This is an optimization exercise on Yosys and OpenROAD, whose aim is small area and a short achievable clock period, not a production implementation.
Only simulation tests tie the RTL to the original design; equivalence was not proved.
Power figures rest on the tool's default switching activity, not on a simulated workload.

## pim_system_top
module pim_system_top (
    input clk, input rst_n, input req_valid, output req_ready, input [31:0] req_addr,
    output resp_valid, input resp_ready, output [63:0] resp_data,
    output [31:0] act_count, rd_count, pre_count, skip_count, pim_ops_count, pim_cycle_count
);
    localparam [63:0] MAC_RESULT = 64'd2992;
    reg s_idle, s_d1, s_act, s_rd, s_pim, s_resp, rdy;
    reg pim_start, resp_nz;
    reg [11:0] meta_index;
    reg [31:0] act_c, rd_c, pre_c, skip_c;
    reg busy, done; reg [3:0] idx;
    reg [12:0] open_row [0:7]; reg [7:0] row_open;
    reg hit_open; reg [12:0] row_diff;
    reg [15:0] rom_s;
    reg [3:0] pd54, pd32;
    reg [1:0] flag_v;
    reg meta_mem [0:4095];
    initial begin $readmemh("meta.hex", meta_mem); end
    wire [4095:0] mbits;
    genvar gi, gk, gh, ga;
    generate
        for (gi = 0; gi < 4096; gi = gi + 1) begin : g_bits
            assign mbits[gi] = meta_mem[gi];
        end
        for (gk = 0; gk < 16; gk = gk + 1) begin : g_k
            wire [3:0] t;
            for (gh = 0; gh < 4; gh = gh + 1) begin : g_h
                wire [3:0] s;
                for (ga = 0; ga < 4; ga = ga + 1) begin : g_a
                    wire [15:0] q = mbits[gk*256 + gh*64 + ga*16 +: 16];
                    wire [3:0] leaf = {q[12 + meta_index[1:0]], q[8 + meta_index[1:0]],
                                       q[4 + meta_index[1:0]], q[meta_index[1:0]]};
                    assign s[ga] = |(pd32 & leaf);
                end
                assign t[gh] = |(pd54 & s);
            end
            always @(posedge clk) rom_s[gk] <= t[meta_index[7:6]];
        end
    endgenerate
    wire [2:0] bank = req_addr[12:10];
    wire [12:0] row = req_addr[25:13];
    wire flag   = flag_v[1] ? rom_s[meta_index[11:8]] : meta_mem[0];
    wire accept = req_valid & rdy;
    wire take_skip  = accept & flag;
    wire take_dense = accept & ~flag;
    wire pim_fin = s_pim & done;
    wire hit_eq  = ~|row_diff;
    always @(posedge clk or negedge rst_n) begin
        if (!rst_n) begin
            s_idle <= 1; s_d1 <= 0; s_act <= 0; s_rd <= 0; s_pim <= 0; s_resp <= 0; rdy <= 1;
            pim_start <= 0; resp_nz <= 0; flag_v <= 0; meta_index <= 0;
            act_c <= 0; rd_c <= 0; pre_c <= 0; skip_c <= 0;
  ...
==> module pim_system_top, before the edit <==
module pim_system_top (
    input clk, input rst_n, input req_valid, output req_ready, input [31:0] req_addr,
    output resp_valid, input resp_ready, output [63:0] resp_data,
    output [31:0] act_count, rd_count, pre_count, skip_count, pim_ops_count, pim_cycle_count
);
    localparam [63:0] MAC_RESULT = 64'd2992;
    reg s_idle, s_d1, s_act, s_rd, s_pim, s_resp, rdy;
    reg pim_start, resp_nz;
    reg [11:0] meta_index;
    reg [31:0] act_c, rd_c, pre_c, skip_c;
    reg busy, done; reg [3:0] idx;
    reg [12:0] open_row [0:7]; reg [7:0] row_open;
    reg hit_open; reg [12:0] row_diff;
    reg [15:0] rom_s;
    reg [3:0] pd54, pd32;
    reg [1:0] flag_v;
    reg meta_mem [0:4095];
    initial begin $readmemh("meta.hex", meta_mem); end
    wire [4095:0] mbits;
    genvar gi, gk, gh, ga;
    generate
        for (gi = 0; gi < 4096; gi = gi + 1) begin : g_bits
            assign mbits[gi] = meta_mem[gi];
        end
        for (gk = 0; gk < 16; gk = gk + 1) begin : g_k
            wire [3:0] t;
            for (gh = 0; gh < 4; gh = gh + 1) begin : g_h
                wire [3:0] s;
                for (ga = 0; ga < 4; ga = ga + 1) begin : g_a
                    wire [15:0] q = mbits[gk*256 + gh*64 + ga*16 +: 16];
                    wire [3:0] leaf = {q[12 + meta_index[1:0]], q[8 + meta_index[1:0]],
                                       q[4 + meta_index[1:0]], q[meta_index[1:0]]};
                    assign s[ga] = |(pd32 & leaf);
                end
                assign t[gh] = |(pd54 & s);
            end
            always @(posedge clk) rom_s[gk] <= t[meta_index[7:6]];
        end
    endgenerate
    wire [2:0] bank = req_addr[12:10];
    wire [12:0] row = req_addr[25:13];
    wire flag   = flag_v[1] ? rom_s[meta_index[11:8]] : meta_mem[0];
    wire accept = req_valid & rdy;
    wire take_skip  = accept & flag;
    wire take_dense = accept & ~flag;
    wire pim_fin = s_pim & done;
    wire hit_eq  = ~|row_diff;
    always @(posedge clk or negedge rst_n) begin
        if (!rst_n) begin
            s_idle <= 1; s_d1 <= 0; s_act <= 0; s_rd <= 0; s_pim <= 0; s_resp <= 0; rdy <= 1;
            pim_start <= 0; resp_nz <= 0; flag_v <= 0; meta_index <= 0;
            act_c <= 0; rd_c <= 0; pre_c <= 0; skip_c <= 0;
            busy <= 0; done <= 0; idx <= 0; row_open <= 0;
        end else begin
            rdy    <= s_idle & ~accept;
            s_idle <= (s_idle & ~accept) | (s_resp & resp_ready);
            s_resp <= take_skip | pim_fin | (s_resp & ~resp_ready);
            s_d1   <= take_dense;
            s_act  <= s_d1 & hit_open & ~hit_eq;
            s_rd   <= s_act | (s_d1 & ~hit_open);
            s_pim  <= s_rd | (s_d1 & hit_open & hit_eq) | (s_pim & ~done);
            pim_start <= s_pim;
            if (take_skip) resp_nz <= 0; else if (pim_fin) resp_nz <= 1;
            if (take_skip | pim_fin) meta_index <= meta_index + 1;
            flag_v <= {flag_v[0], 1'b1};
            if (take_skip) skip_c <= skip_c + 1;
            if (s_d1 & hit_open & ~hit_eq) pre_c <= pre_c + 1;
            if (s_act | (s_d1 & ~hit_open)) act_c <= act_c + 1;
            if (s_rd | (s_d1 & hit_open & hit_eq)) rd_c <= rd_c + 1;
            if (take_dense) row_open[bank] <= 1'b1;
            done <= busy & (idx == 4'd15);
            idx  <= idx + busy;
            busy <= busy ? (idx != 4'd15) : pim_start;
        end
    end
    always @(posedge clk) begin
        pd54 <= 4'b0001 << meta_index[5:4];
        pd32 <= 4'b0001 << meta_index[3:2];
        hit_open <= row_open[bank];
        row_diff <= open_row[bank] ^ row;
        if (take_dense) open_row[bank] <= row;
    end
    assign req_ready = rdy;
    assign resp_valid = s_resp;
    assign resp_data = resp_nz ? MAC_RESULT : 64'd0;
    assign act_count = act_c;
    assign pre_count = pre_c;
    assign skip_count = skip_c;
    assign rd_count = rd_c;
    assign pim_ops_count = rd_c;
    assign pim_cycle_count = {rd_c[27:0], 4'd0};
endmodule
Settings: LEC_CHECK=0, CAP_MARGIN=20, CORE_MARGIN=2, CORE_UTILIZATION=45, CTS_BUF_LIST=sky130_fd_sc_hd__clkbuf_8, CTS_CLUSTER_DIAMETER=60, CTS_CLUSTER_SIZE=16, SETUP_SLACK_MARGIN=5, SLEW_MARGIN=20, SYNTH_MEMORY_MAX_BITS=32768; clock period 8.0 ns.
standard.sh (not shown) runs the stock make flow with config.mk's settings and CLKGATE_MAP_FILE= SYNTH_SCRIPT=/design/flow/synth_recipe.tcl, a recipe that flattens the netlist after the stock synthesis.
==> flow/flow/run.sh <==
#!/bin/bash
# Own layout flow: the standard ORFS flow with these changes:
#  * synthesis maps logic with an area-oriented ABC script (flow/abc.script)
#    and without ORFS's half/full-adder extraction (ADDER_MAP_FILE empty), so
#    ABC sees the whole logic; registers, flattening and names are unchanged;
#  * ports are buffered with buf_2 instead of ORFS's default choice;
#  * constant outputs share tie cells (SKIP_REPAIR_TIE_FANOUT).
# Each step's full output goes to its own log in this folder.
set -euo pipefail
W=$(pwd)
SD="$W/scripts_abc"
rm -rf "$SD"
cp -r "$FLOW_HOME/scripts" "$SD"
cp "$W/flow/abc.script" "$SD/abc_area.script"
export ADDER_MAP_FILE=
export BUFFER_PORTS_ARGS="-buffer_cell sky130_fd_sc_hd__buf_2"
export SKIP_REPAIR_TIE_FANOUT=1
SCRIPTS_DIR="$SD" ABC_AREA=1 bash standard.sh synth > "$W/log_synth.txt" 2>&1
bash standard.sh finish > "$W/log_layout.txt" 2>&1
==> flow/flow/abc.script <==
&get -n
&st
&dch
&nf -a -R 1000
&put
==> next run, changes <==
--- a/flow/design.v
+++ b/flow/design.v
@@ -12,35 +12,15 @@
     reg busy, done; reg [3:0] idx;
     reg [12:0] open_row [0:7]; reg [7:0] row_open;
     reg hit_open; reg [12:0] row_diff;
-    reg [15:0] rom_s;
-    reg [3:0] pd54, pd32;
-    reg [1:0] flag_v;
+    localparam LO = 7;
+    reg [(1<<(12-LO))-1:0] rom_s;
+    reg flag_r; reg [1:0] flag_v;
     reg meta_mem [0:4095];
+    integer k;
     initial begin $readmemh("meta.hex", meta_mem); end
-    wire [4095:0] mbits;
-    genvar gi, gk, gh, ga;
-    generate
-        for (gi = 0; gi < 4096; gi = gi + 1) begin : g_bits
-            assign mbits[gi] = meta_mem[gi];
-        end
-        for (gk = 0; gk < 16; gk = gk + 1) begin : g_k
-            wire [3:0] t;
-            for (gh = 0; gh < 4; gh = gh + 1) begin : g_h
-                wire [3:0] s;
-                for (ga = 0; ga < 4; ga = ga + 1) begin : g_a
-                    wire [15:0] q = mbits[gk*256 + gh*64 + ga*16 +: 16];
-                    wire [3:0] leaf = {q[12 + meta_index[1:0]], q[8 + meta_index[1:0]],
-                                       q[4 + meta_index[1:0]], q[meta_index[1:0]]};
-                    assign s[ga] = |(pd32 & leaf);
-                end
-                assign t[gh] = |(pd54 & s);
-            end
-            always @(posedge clk) rom_s[gk] <= t[meta_index[7:6]];
-        end
-    endgenerate
     wire [2:0] bank = req_addr[12:10];
     wire [12:0] row = req_addr[25:13];
-    wire flag   = flag_v[1] ? rom_s[meta_index[11:8]] : meta_mem[0];
+    wire flag   = flag_v[1] ? flag_r : meta_mem[0];
     wire accept = req_valid & rdy;
     wire take_skip  = accept & flag;
     wire take_dense = accept & ~flag;
@@ -75,8 +55,9 @@
         end
     end
     always @(posedge clk) begin
-        pd54 <= 4'b0001 << meta_index[5:4];
-        pd32 <= 4'b0001 << meta_index[3:2];
+        for (k = 0; k < (1<<(12-LO)); k = k + 1)
+            rom_s[k] <= meta_mem[{k[11-LO:0], meta_index[LO-1:0]}];
+        flag_r   <= rom_s[meta_index[11:LO]];
         hit_open <= row_open[bank];
         row_diff <= open_row[bank] ^ row;
         if (take_dense) open_row[bank] <= row;
Routed wire length rises by 8.9%.
Synthesized cell count rises by about 7%.
Via count rises by 3.2%.
Non-clock buffer count rises by 4.
Count of clock-buffer cells in the layout rises by 4.
Die area rises by 1.2%.
Combinational power rises by about 40%.
Worst setup slack loses 0.044 ns.
Worst hold slack loses 0.016 ns.
Cell area rises by about 1.4%.

-- static timing again, ports no longer ideal --
The flow's constraints put no driver on any port. The routed layouts listed below were extracted and timed again, unchanged, in two steps.
Step 1 assumes that a clkbuf_16 drives the clock port and a buf_2 every other input.
Step 2 also shifts input and output timing later by t, the mid clock arrival at the registers, as if the neighbouring blocks saw the same clock.
a / b / c = ideal ports / drivers / drivers and shift; a / b = the first two.
| run | shift t [ns] | slack for setup (ns) | hold slack, ns | worst register clock-pin slew, ns | worst slew at a driven data input, ns |
|---|---|---|---|---|---|
| the first run | 0.628 | 4.963 / 4.963 / 4.579 | 0.371 / 0.371 / 0.371 | 0.10 / 0.10 | 0.07 |
| the second run | 0.627 | 4.919 / 4.919 / 4.466 | 0.356 / 0.356 / 0.356 | 0.10 / 0.10 | 0.07 |
After both steps every run listed still meets setup and hold. The setup slack of the second run, which loses most, moves by 0.000 ns with the drivers and by -0.453 ns with both steps.
